Context: an optimization exercise on an open-source flow, tuned for small area, a short achievable clock period and few clock cycles per item. The choices shown serve that exercise and are no tape-out recipe.
RTL that was checked went through simulation tests only; none was proved equivalent to the original.

## run Y
// assignment
module assignment (
    input logic clk,
    input logic NRST,
    input logic start,
    input logic [10:0] A,
    input logic [10:0] B,
    output logic [20:0] result,
    output logic ready
);
    logic        busy;
    logic        accept;
    logic [10:0] a_value;
    logic [9:0]  b_mod;
    logic [9:0]  b_mod_next;
    logic [20:0] row0, row1;
    logic pp_0_0;
    logic pp_0_1;
    logic pp_0_2;
    logic pp_0_3;
    logic pp_0_4;
    logic pp_0_5;
    logic pp_0_6;
    logic pp_0_7;
    logic pp_0_8;
    logic pp_0_9;
    logic pp_1_0;
    logic pp_1_1;
    logic pp_1_2;
    logic pp_1_3;
    logic pp_1_4;
    logic pp_1_5;
    logic pp_1_6;
    logic pp_1_7;
    logic pp_1_8;
    logic pp_1_9;
    logic pp_2_0;
    logic pp_2_1;
    logic pp_2_2;
    logic pp_2_3;
    logic pp_2_4;
    logic pp_2_5;
    logic pp_2_6;
    logic pp_2_7;
    logic pp_2_8;
    logic pp_2_9;
    logic pp_3_0;
    logic pp_3_1;
    logic pp_3_2;
    logic pp_3_3;
    logic pp_3_4;
    logic pp_3_5;
    logic pp_3_6;
    logic pp_3_7;
    logic pp_3_8;
    logic pp_3_9;
    logic pp_4_0;
    logic pp_4_1;
    logic pp_4_2;
    logic pp_4_3;
    logic pp_4_4;
    logic pp_4_5;
    logic pp_4_6;
    logic pp_4_7;
    logic pp_4_8;
    logic pp_4_9;
    logic pp_5_0;
    logic pp_5_1;
    logic pp_5_2;
    logic pp_5_3;
    logic pp_5_4;
    logic pp_5_5;
    logic pp_5_6;
    logic pp_5_7;
    logic pp_5_8;
  ...
Size: roughly 410 cells after synthesis, about 49 flip-flops, ~4400 um2 of cells after synthesis.
==> flow/config.mk <==
export PLATFORM = sky130hd
export DESIGN_NAME = assignment
export DESIGN_NICKNAME = assignment
export VERILOG_FILES = /design/flow/design.v
export SDC_FILE = /design/flow/constraint.sdc
export NUM_CORES = 4
export LEC_CHECK = 0
export CAP_MARGIN = 20
export CORE_MARGIN = 2
export CORE_UTILIZATION = 65
export SLEW_MARGIN = 20
export SYNTH_HIERARCHICAL = 1
export SYNTH_MINIMUM_KEEP_SIZE = 0
==> flow/constraint.sdc <==
create_clock -name core_clock -period 12.5 [get_ports {clk}]
set_input_delay 2.5000 -clock core_clock [delete_from_list [all_inputs] [get_ports {clk}]]
set_output_delay 2.5000 -clock core_clock [all_outputs]
set_load 0.01 [all_outputs]
standard.sh (not shown) runs the stock make flow with config.mk's settings and CLKGATE_MAP_FILE= SYNTH_SCRIPT=/design/flow/synth_recipe.tcl, a recipe that flattens the netlist after the stock synthesis.
==> flow/flow/run.sh <==
#!/bin/bash
# The standard layout (the standard.sh: ORFS synthesis to final layout),
# with smaller port buffers and no clock-tree dummy loads.
set -euo pipefail
export BUFFER_PORTS_ARGS="-buffer_cell ${PORT_BUF:-sky130_fd_sc_hd__buf_1}"
export CTS_ARGS="-sink_clustering_enable -repair_clock_nets -dont_use_dummy_load -buf_list sky130_fd_sc_hd__clkbuf_8"
bash standard.sh > standard.log 2>&1
Relative to run Y, the following input files were edited for run H:
--- a/flow/design.v
+++ b/flow/design.v
@@ -514,57 +514,27 @@
         gen_q[0] <= blk0[8];
         sum_q[12:8] <= blk1[4:0];
         gen_q[1] <= blk1[5];
         prop_q[1] <= &(row0[12:8] ^ row1[12:8]);
         sum_q[16:13] <= blk2[3:0];
         gen_q[2] <= blk2[4];
         prop_q[2] <= &(row0[16:13] ^ row1[16:13]);
         sum_q[20:17] <= blk3[3:0];
     end
     logic [3:1] cin;
     assign cin[1] = gen_q[0];
-    assign cin[2] = (gen_q[0] & prop_q[1]) | gen_q[1];
-    assign cin[3] = (gen_q[0] & prop_q[1] & prop_q[2]) | (gen_q[1] & prop_q[2]) | gen_q[2];
+    assign cin[2] = gen_q[1] | (prop_q[1] & cin[1]);
+    assign cin[3] = gen_q[2] | (prop_q[2] & cin[2]);
     assign result[7:0] = sum_q[7:0];
-    assign result[8] = sum_q[8] ^ cin[1];
-    logic ones9;
-    assign ones9 = &sum_q[8:8];
-    assign result[9] = sum_q[9] ^ (ones9 & cin[1]);
-    logic ones10;
-    assign ones10 = &sum_q[9:8];
-    assign result[10] = sum_q[10] ^ (ones10 & cin[1]);
-    logic ones11;
-    assign ones11 = &sum_q[10:8];
-    assign result[11] = sum_q[11] ^ (ones11 & cin[1]);
-    logic ones12;
-    assign ones12 = &sum_q[11:8];
-    assign result[12] = sum_q[12] ^ (ones12 & cin[1]);
-    assign result[13] = sum_q[13] ^ cin[2];
-    logic ones14;
-    assign ones14 = &sum_q[13:13];
-    assign result[14] = sum_q[14] ^ (ones14 & cin[2]);
-    logic ones15;
-    assign ones15 = &sum_q[14:13];
-    assign result[15] = sum_q[15] ^ (ones15 & cin[2]);
-    logic ones16;
-    assign ones16 = &sum_q[15:13];
-    assign result[16] = sum_q[16] ^ (ones16 & cin[2]);
-    assign result[17] = sum_q[17] ^ cin[3];
-    logic ones18;
-    assign ones18 = &sum_q[17:17];
-    assign result[18] = sum_q[18] ^ (ones18 & cin[3]);
-    logic ones19;
-    assign ones19 = &sum_q[18:17];
-    assign result[19] = sum_q[19] ^ (ones19 & cin[3]);
-    logic ones20;
-    assign ones20 = &sum_q[19:17];
-    assign result[20] = sum_q[20] ^ (ones20 & cin[3]);
+    assign result[12:8] = sum_q[12:8] + 5'(cin[1]);
+    assign result[16:13] = sum_q[16:13] + 4'(cin[2]);
+    assign result[20:17] = sum_q[20:17] + 4'(cin[3]);
     always_ff @(posedge clk or negedge NRST) begin
         if (!NRST) begin
             busy  <= 1'b0;
             ready <= 1'b0;
         end else begin
             busy  <= accept;
             ready <= busy | (ready & ~start);
         end
     end
 endmodule
--- outcome ---
Run Y and run H ended up with roughly the same part of the cycle the worst path needs.
Run H vs run Y — overall fraction of global-route tracks in use dropped 0.52 points.
For data-path buffer share of cell area in the final layout, run H and run Y come out practically identical.
Between run Y and run H, post-route met1 wirelength increased.
Between run Y and run H, the maximum clock skew at final layout does not differ in any meaningful way.
Relative to run Y, share of the core filled with cells decreased by 0.28 points in run H.
Of run Y and run H, run H shows the lower post-synthesis simple-gate area fraction, with run Y above it.
The fraction of area in multi-input gates of run H and that of run Y are within noise of each other.
Of run Y and run H, the higher sum of routed wire length over all layers belongs to run H.
The number of non-clock inverters in the layout number comes out lower for run H vs run Y.
Worst slack at placement is higher on run H
Going from run Y to run H, total non-filler cell area in the finished layout down 19 um2, final period demand of the worst path up 7.6 ps.
Testbench counts of run H, summed over its fixed seeds: cycles 3,200, items 1,600.
No functional check of the RTL was part of run Y.


Another version of the RTL of assignment (not shown whole).
For scale: roughly 400 cells after synthesis, ~49 flip-flops, roughly 4300 um2 of cells after synthesis.
==> flow/config.mk <==
export PLATFORM = sky130hd
export DESIGN_NAME = assignment
export DESIGN_NICKNAME = assignment
export VERILOG_FILES = /design/flow/design.v
export SDC_FILE = /design/flow/constraint.sdc
export NUM_CORES = 4
export LEC_CHECK = 0
export CAP_MARGIN = 20
export CORE_MARGIN = 2
export CORE_UTILIZATION = 65
export SLEW_MARGIN = 20
export SYNTH_HIERARCHICAL = 1
export SYNTH_MINIMUM_KEEP_SIZE = 0
==> flow/constraint.sdc <==
create_clock -name core_clock -period 12.5 [get_ports {clk}]
set_input_delay 2.5000 -clock core_clock [delete_from_list [all_inputs] [get_ports {clk}]]
set_output_delay 2.5000 -clock core_clock [all_outputs]
set_load 0.01 [all_outputs]
Scripts as last shown in full above: flow/flow/run.sh
The first run finished with timing, DRC and antenna clean.
Next try:
--- a/flow/design.v
+++ b/flow/design.v
@@ -498,52 +498,52 @@
     fa_cell u_ha2 (.a(c108), .b(s109), .ci(1'b1), .s(s141), .co(c142));
     fa_cell u_fa70 (.a(s73), .b(c110), .ci(s111), .s(s143), .co(c144));
     fa_cell u_ha3 (.a(c112), .b(s113), .ci(1'b1), .s(s145), .co(c146));
     fa_cell u_fa71 (.a(c78), .b(c114), .ci(s115), .s(s147), .co(c148));
     fa_cell u_fa72 (.a(s85), .b(s117), .ci(c116), .s(s149), .co(c150));
     fa_cell u_fa73 (.a(c86), .b(s119), .ci(c118), .s(s151), .co(c152));
     fa_cell u_fa74 (.a(s93), .b(s121), .ci(c120), .s(s153), .co(c154));
     fa_cell u_fa75 (.a(c94), .b(s123), .ci(c122), .s(s155), .co(c156));
     fa_cell u_fa76 (.a(c96), .b(s125), .ci(c124), .s(s157), .co(c158));
     fa_cell u_fa77 (.a(pp_10_8), .b(pp_9_9), .ci(c126), .s(s159), .co(c160));
     assign row0 = {1'b1, pp_10_9, s159, s157, s155, s153, c150, c148, c146, s145, c142, c140, s139, s137, s135, s133, s131, s129, s127, pp_0_1, pp_0_0};
     assign row1 = {1'b1, c160, c158, c156, c154, c152, s151, s149, s147, c144, s143, s141, 1'b1, c136, 1'b1, 1'b1, 1'b1, 1'b1, 1'b1, pp_1_0, 1'b1};
-    logic [8:0] blk0;
-    assign blk0 = {1'b0, ~row0[7:0]} + {1'b0, ~row1[7:0]};
+    logic [6:0] blk0;
+    assign blk0 = ~({1'b0, row0[5:0]} + {1'b0, row1[5:0]} + 7'd1);
     logic [5:0] blk1;
-    assign blk1 = {1'b0, ~row0[12:8]} + {1'b0, ~row1[12:8]};
-    logic [4:0] blk2;
-    assign blk2 = {1'b0, ~row0[16:13]} + {1'b0, ~row1[16:13]};
-    logic [4:0] blk3;
-    assign blk3 = {1'b0, ~row0[20:17]} + {1'b0, ~row1[20:17]};
+    assign blk1 = ~({1'b0, row0[10:6]} + {1'b0, row1[10:6]} + 6'd1);
+    logic [5:0] blk2;
+    assign blk2 = ~({1'b0, row0[15:11]} + {1'b0, row1[15:11]} + 6'd1);
+    logic [5:0] blk3;
+    assign blk3 = ~({1'b0, row0[20:16]} + {1'b0, row1[20:16]} + 6'd1);
     logic [20:0] sum_q;
     logic [2:0] gen_q;
     logic [2:1] prop_q;
     always_ff @(posedge clk) begin
-        sum_q[7:0] <= blk0[7:0];
-        gen_q[0] <= blk0[8];
-        sum_q[12:8] <= blk1[4:0];
+        sum_q[5:0] <= blk0[5:0];
+        gen_q[0] <= blk0[6];
+        sum_q[10:6] <= blk1[4:0];
         gen_q[1] <= blk1[5];
-        prop_q[1] <= &(row0[12:8] ^ row1[12:8]);
-        sum_q[16:13] <= blk2[3:0];
-        gen_q[2] <= blk2[4];
-        prop_q[2] <= &(row0[16:13] ^ row1[16:13]);
-        sum_q[20:17] <= blk3[3:0];
+        prop_q[1] <= &(row0[10:6] ^ row1[10:6]);
+        sum_q[15:11] <= blk2[4:0];
+        gen_q[2] <= blk2[5];
+        prop_q[2] <= &(row0[15:11] ^ row1[15:11]);
+        sum_q[20:16] <= blk3[4:0];
     end
     logic [3:1] cin;
     assign cin[1] = gen_q[0];
     assign cin[2] = (gen_q[0] & prop_q[1]) | gen_q[1];
     assign cin[3] = (gen_q[0] & prop_q[1] & prop_q[2]) | (gen_q[1] & prop_q[2]) | gen_q[2];
-    assign result[7:0] = sum_q[7:0];
-    assign result[12:8] = sum_q[12:8] + 5'(cin[1]);
-    assign result[16:13] = sum_q[16:13] + 4'(cin[2]);
-    assign result[20:17] = sum_q[20:17] + 4'(cin[3]);
+    assign result[5:0] = sum_q[5:0];
+    assign result[10:6] = sum_q[10:6] + 5'(cin[1]);
+    assign result[15:11] = sum_q[15:11] + 5'(cin[2]);
+    assign result[20:16] = sum_q[20:16] + 5'(cin[3]);
     always_ff @(posedge clk or negedge NRST) begin
         if (!NRST) begin
             busy  <= 1'b0;
             ready <= 1'b0;
         end else begin
             busy  <= accept;
             ready <= busy | (ready & ~start);
         end
     end
 endmodule
Result: Hold slack barely changes. Wire length went down by 3.6%. Design area went down by 1.2%. Worst setup slack loses 0.19 ns. Maximum frequency went down by 4.3%. Final cell count went down by 1.6%. Critical path depth does not change. Area after synthesis went down by 1.5%. Count of clock-buffer cells in the layout stays the same. Synthesized cell count went down by 2.5%. First-iteration DRC count went up by 89%.
No run of this note included a check of the RTL's function; only the layout flow was run.


assignment, a different RTL version from the one above (not shown whole).
Size in the first run: ~390 cells after synthesis, ~47 I/O pins, ~0.0043 mm^2 of cells after synthesis.
Settings: LEC_CHECK=0, CAP_MARGIN=20, CORE_MARGIN=2, CORE_UTILIZATION=65, SLEW_MARGIN=20, SYNTH_HIERARCHICAL=1, SYNTH_MINIMUM_KEEP_SIZE=0; clock period 12.5 ns.
Scripts as last shown in full above: flow/flow/run.sh
Testbench counts at the start, summed over its fixed seeds: cycles 3,200, items 1,600.
Rerun with:
--- a/flow/design.v
+++ b/flow/design.v
@@ -506,19 +506,19 @@
     fa_cell u_fa76 (.a(c96), .b(s125), .ci(c124), .s(s157), .co(c158));
     fa_cell u_fa77 (.a(pp_10_8), .b(pp_9_9), .ci(c126), .s(s159), .co(c160));
     assign row0 = {1'b1, pp_10_9, s159, s157, s155, s153, c150, c148, c146, s145, c142, c140, s139, s137, s135, s133, s131, s129, s127, pp_0_1, pp_0_0};
     assign row1 = {1'b1, c160, c158, c156, c154, c152, s151, s149, s147, c144, s143, s141, 1'b1, c136, 1'b1, 1'b1, 1'b1, 1'b1, 1'b1, pp_1_0, 1'b1};
     logic [10:0] blk0;
     assign blk0 = ~({1'b0, row0[9:0]} + {1'b0, row1[9:0]} + 11'd1);
     logic [4:0] blk1;
-    assign blk1 = ~({1'b0, row0[13:10]} + {1'b0, row1[13:10]} + 5'd1);
+    assign blk1 = ~({1'b0, row0[13:10]} + {1'b0, row1[13:10]});
     logic [4:0] blk2;
-    assign blk2 = ~({1'b0, row0[17:14]} + {1'b0, row1[17:14]} + 5'd1);
+    assign blk2 = ~({1'b0, row0[17:14]} + {1'b0, row1[17:14]});
     logic [3:0] blk3;
-    assign blk3 = ~({1'b0, row0[20:18]} + {1'b0, row1[20:18]} + 4'd1);
+    assign blk3 = ~({1'b0, row0[20:18]} + {1'b0, row1[20:18]});
     logic [20:0] sum_q;
     logic [2:0] gen_q;
     logic [2:1] prop_q;
     always_ff @(posedge clk) begin
         sum_q[9:0] <= blk0[9:0];
         gen_q[0] <= blk0[10];
         sum_q[13:10] <= blk1[3:0];
@@ -527,20 +527,20 @@
         sum_q[17:14] <= blk2[3:0];
         gen_q[2] <= blk2[4];
         prop_q[2] <= &(row0[17:14] ^ row1[17:14]);
         sum_q[20:18] <= blk3[2:0];
     end
     logic [3:1] cin;
     assign cin[1] = gen_q[0];
-    assign cin[2] = (gen_q[0] & prop_q[1]) | gen_q[1];
-    assign cin[3] = (gen_q[0] & prop_q[1] & prop_q[2]) | (gen_q[1] & prop_q[2]) | gen_q[2];
+    assign cin[2] = gen_q[1] & (~prop_q[1] | cin[1]);
+    assign cin[3] = gen_q[2] & (~prop_q[2] | cin[2]);
     assign result[9:0] = sum_q[9:0];
-    assign result[13:10] = sum_q[13:10] + 4'(cin[1]);
-    assign result[17:14] = sum_q[17:14] + 4'(cin[2]);
-    assign result[20:18] = sum_q[20:18] + 3'(cin[3]);
+    assign result[13:10] = sum_q[13:10] - {3'b0, !cin[1]};
+    assign result[17:14] = sum_q[17:14] - {3'b0, !cin[2]};
+    assign result[20:18] = sum_q[20:18] - {2'b0, !cin[3]};
     always_ff @(posedge clk or negedge NRST) begin
         if (!NRST) begin
             busy  <= 1'b0;
             ready <= 1'b0;
         end else begin
             busy  <= accept;
             ready <= busy | (ready & ~start);
Result:
- The new run produced a clean layout
- routed wire length came out higher slightly
- synthesized area climbs by a few percent
- cell area climbs slightly
- non-clock buffer count does not change
- register-to-register slack gets better by 0.05 ns
- final cell count went up slightly
The RTL of the second run of this note was laid out without a check of its function.


assignment, a different RTL version from the one above (not shown whole).
Size in the first run: roughly 49 flip-flops, ~4600 sq um of cells after synthesis.
export LEC_CHECK = 0
export CAP_MARGIN = 20
export CORE_MARGIN = 2
export CORE_UTILIZATION = 40
export SLEW_MARGIN = 20
export SYNTH_HIERARCHICAL = 1
export SYNTH_MINIMUM_KEEP_SIZE = 0
create_clock -name core_clock -period 12.5 [get_ports {clk}]
==> flow/flow/run.sh <==
#!/bin/bash
# The standard layout (the standard.sh: ORFS synthesis to final layout),
# with smaller port buffers, no clock-tree dummy loads, and stronger operand
# flip-flops (flow/post_floorplan.tcl).
set -euo pipefail
here=$(cd "$(dirname "$0")" && pwd)
export BUFFER_PORTS_ARGS="-buffer_cell sky130_fd_sc_hd__buf_1"
export CTS_ARGS="-sink_clustering_enable -repair_clock_nets -dont_use_dummy_load -buf_list sky130_fd_sc_hd__clkbuf_8"
export POST_FLOORPLAN_TCL="$here/post_floorplan.tcl"
export OPERAND_FF_CELL=sky130_fd_sc_hd__dfxtp_4
bash standard.sh > standard.log 2>&1
==> flow/flow/post_floorplan.tcl <==
# After floorplan: give the operand flip-flops, which drive the partial
# products, a stronger drive (same cell type, larger size).
set block [ord::get_db_block]
foreach inst [$block getInsts] {
  set name [$inst getName]
  set master [[$inst getMaster] getName]
  if {$master eq "sky130_fd_sc_hd__dfxtp_1" &&
      ([string match "a_value*" $name] || [string match "b_mod*" $name])} {
    puts "upsize $name"
    replace_cell $name $::env(OPERAND_FF_CELL)
  }
}
Then changed:
--- a/flow/design.v
+++ b/flow/design.v
@@ -516,74 +516,70 @@
     fa_cell u_fa68 (.a(s93), .b(s121), .ci(c120), .s(s153), .co(c154));
     fa_cell u_fa69 (.a(c94), .b(s123), .ci(c122), .s(s155), .co(c156));
     fa_cell u_fa70 (.a(c96), .b(s125), .ci(c124), .s(s157), .co(c158));
     fa_cell u_fa71 (.a(pp_10_8), .b(pp_9_9), .ci(c126), .s(s159), .co(c160));
     assign row0 = {1'b1, pp_10_9, s159, s157, s155, s153, s151, c148, c146, c144, c142, c140, c138, c136, c134, c132, c130, c128, pp_2_0, pp_0_1, pp_0_0};
     assign row1 = {1'b1, c160, c158, c156, c154, c152, c150, s149, s147, s145, s143, s141, s139, s137, s135, s133, s131, s129, s127, pp_1_0, 1'b1};
     logic [8:0] blk0;
     assign blk0 = ~({1'b0, row0[7:0]} + {1'b0, row1[7:0]} + 9'd1);
-    logic [5:0] blk1;
-    assign blk1 = ~({1'b0, row0[12:8]} + {1'b0, row1[12:8]} + 6'd1);
-    logic [4:0] blk2;
-    assign blk2 = ~({1'b0, row0[16:13]} + {1'b0, row1[16:13]} + 5'd1);
-    logic [4:0] blk3;
-    assign blk3 = ~({1'b0, row0[20:17]} + {1'b0, row1[20:17]} + 5'd1);
+    logic [6:0] blk1;
+    assign blk1 = ~({1'b0, row0[13:8]} + {1'b0, row1[13:8]} + 7'd1);
+    logic [7:0] blk2;
+    assign blk2 = ~({1'b0, row0[20:14]} + {1'b0, row1[20:14]} + 8'd1);
     logic [20:0] sum_q;
-    logic [2:0] gen_q;
-    logic [2:1] prop_q;
+    logic [1:0] gen_q;
+    logic [1:1] prop_q;
     always_ff @(posedge clk) begin
         sum_q[7:0] <= blk0[7:0];
         gen_q[0] <= blk0[8];
-        sum_q[12:8] <= blk1[4:0];
-        gen_q[1] <= blk1[5];
-        prop_q[1] <= &(row0[12:8] ^ row1[12:8]);
-        sum_q[16:13] <= blk2[3:0];
-        gen_q[2] <= blk2[4];
-        prop_q[2] <= &(row0[16:13] ^ row1[16:13]);
-        sum_q[20:17] <= blk3[3:0];
+        sum_q[13:8] <= blk1[5:0];
+        gen_q[1] <= blk1[6];
+        prop_q[1] <= &(row0[13:8] ^ row1[13:8]);
+        sum_q[20:14] <= blk2[6:0];
     end
-    logic [3:1] cin;
+    logic [2:1] cin;
     assign cin[1] = gen_q[0];
     assign cin[2] = (gen_q[0] & prop_q[1]) | gen_q[1];
-    assign cin[3] = (gen_q[0] & prop_q[1] & prop_q[2]) | (gen_q[1] & prop_q[2]) | gen_q[2];
     assign result[7:0] = sum_q[7:0];
     assign result[8] = sum_q[8] ^ cin[1];
     logic ones9;
     assign ones9 = &sum_q[8:8];
     assign result[9] = sum_q[9] ^ (ones9 & cin[1]);
     logic ones10;
     assign ones10 = &sum_q[9:8];
     assign result[10] = sum_q[10] ^ (ones10 & cin[1]);
     logic ones11;
     assign ones11 = &sum_q[10:8];
     assign result[11] = sum_q[11] ^ (ones11 & cin[1]);
     logic ones12;
     assign ones12 = &sum_q[11:8];
     assign result[12] = sum_q[12] ^ (ones12 & cin[1]);
-    assign result[13] = sum_q[13] ^ cin[2];
-    logic ones14;
-    assign ones14 = &sum_q[13:13];
-    assign result[14] = sum_q[14] ^ (ones14 & cin[2]);
+    logic ones13;
+    assign ones13 = &sum_q[12:8];
+    assign result[13] = sum_q[13] ^ (ones13 & cin[1]);
+    assign result[14] = sum_q[14] ^ cin[2];
     logic ones15;
-    assign ones15 = &sum_q[14:13];
+    assign ones15 = &sum_q[14:14];
     assign result[15] = sum_q[15] ^ (ones15 & cin[2]);
     logic ones16;
-    assign ones16 = &sum_q[15:13];
+    assign ones16 = &sum_q[15:14];
     assign result[16] = sum_q[16] ^ (ones16 & cin[2]);
-    assign result[17] = sum_q[17] ^ cin[3];
+    logic ones17;
+    assign ones17 = &sum_q[16:14];
+    assign result[17] = sum_q[17] ^ (ones17 & cin[2]);
     logic ones18;
-    assign ones18 = &sum_q[17:17];
-    assign result[18] = sum_q[18] ^ (ones18 & cin[3]);
+    assign ones18 = &sum_q[17:14];
+    assign result[18] = sum_q[18] ^ (ones18 & cin[2]);
     logic ones19;
-    assign ones19 = &sum_q[18:17];
-    assign result[19] = sum_q[19] ^ (ones19 & cin[3]);
+    assign ones19 = &sum_q[18:14];
+    assign result[19] = sum_q[19] ^ (ones19 & cin[2]);
     logic ones20;
-    assign ones20 = &sum_q[19:17];
-    assign result[20] = sum_q[20] ^ (ones20 & cin[3]);
+    assign ones20 = &sum_q[19:14];
+    assign result[20] = sum_q[20] ^ (ones20 & cin[2]);
     always_ff @(posedge clk or negedge NRST) begin
         if (!NRST) begin
             busy  <= 1'b0;
             ready <= 1'b0;
         end else begin
             busy  <= accept;
             ready <= busy | (ready & ~start);
         end
- The changed run ran to the end with no violations
- setup slack loses 110 ps
- utilization barely changes
- routed wire length increases by about 1.2%
- critical path depth stays the same
No functional check of the RTL was part of any run of this note.

## afterwards: timing with drivers on the ports
No port has a modelled driver above. Below, the same layouts with a new extraction and two added sets of constraints.
Step 1 (the two cells are an assumption about what drives the block):
set clk [get_ports {clk}]
set_driving_cell -lib_cell sky130_fd_sc_hd__clkbuf_16 $clk
set_driving_cell -lib_cell sky130_fd_sc_hd__buf_2 [delete_from_list [all_inputs] $clk]
Step 2 also shifts input and output timing later by t, the mid clock arrival at the registers, as if the neighbouring blocks saw the same clock.
Slacks: ideal / step 1 / step 2; pairs: ideal / step 1.
| run | t (ns) | slack for setup (ns) | worst setup path at the end | cell pins on the clock port's net |
|---|---|---|---|---|
| run Y | 0.325 | 8.303 / 8.272 / 8.058 | input to register | 1 |
| run H | 0.323 | 8.295 / 8.267 / 8.129 | input to register | 1 |
| the first run of note 2 | 0.330 | 8.288 / 8.268 / 8.288 | register to register | 1 |
| the second run of note 2 | 0.315 | 8.097 / 8.097 / 8.097 | register to register | 1 |
| the first run of note 3 | 0.322 | 8.305 / 8.274 / 8.312 | register to register | 1 |
| the second run of note 3 | 0.331 | 8.264 / 8.232 / 8.363 | register to register | 1 |
| the first run of note 4 | 0.327 | 8.348 / 8.315 / 8.365 | input to register | 1 |
| the second run of note 4 | 0.340 | 8.239 / 8.201 / 8.355 | input to register | 1 |
After both steps setup and hold are still met in every run listed. For run Y, which loses most, drivers alone change the setup slack by -0.031 ns; drivers and shift together by -0.245 ns.
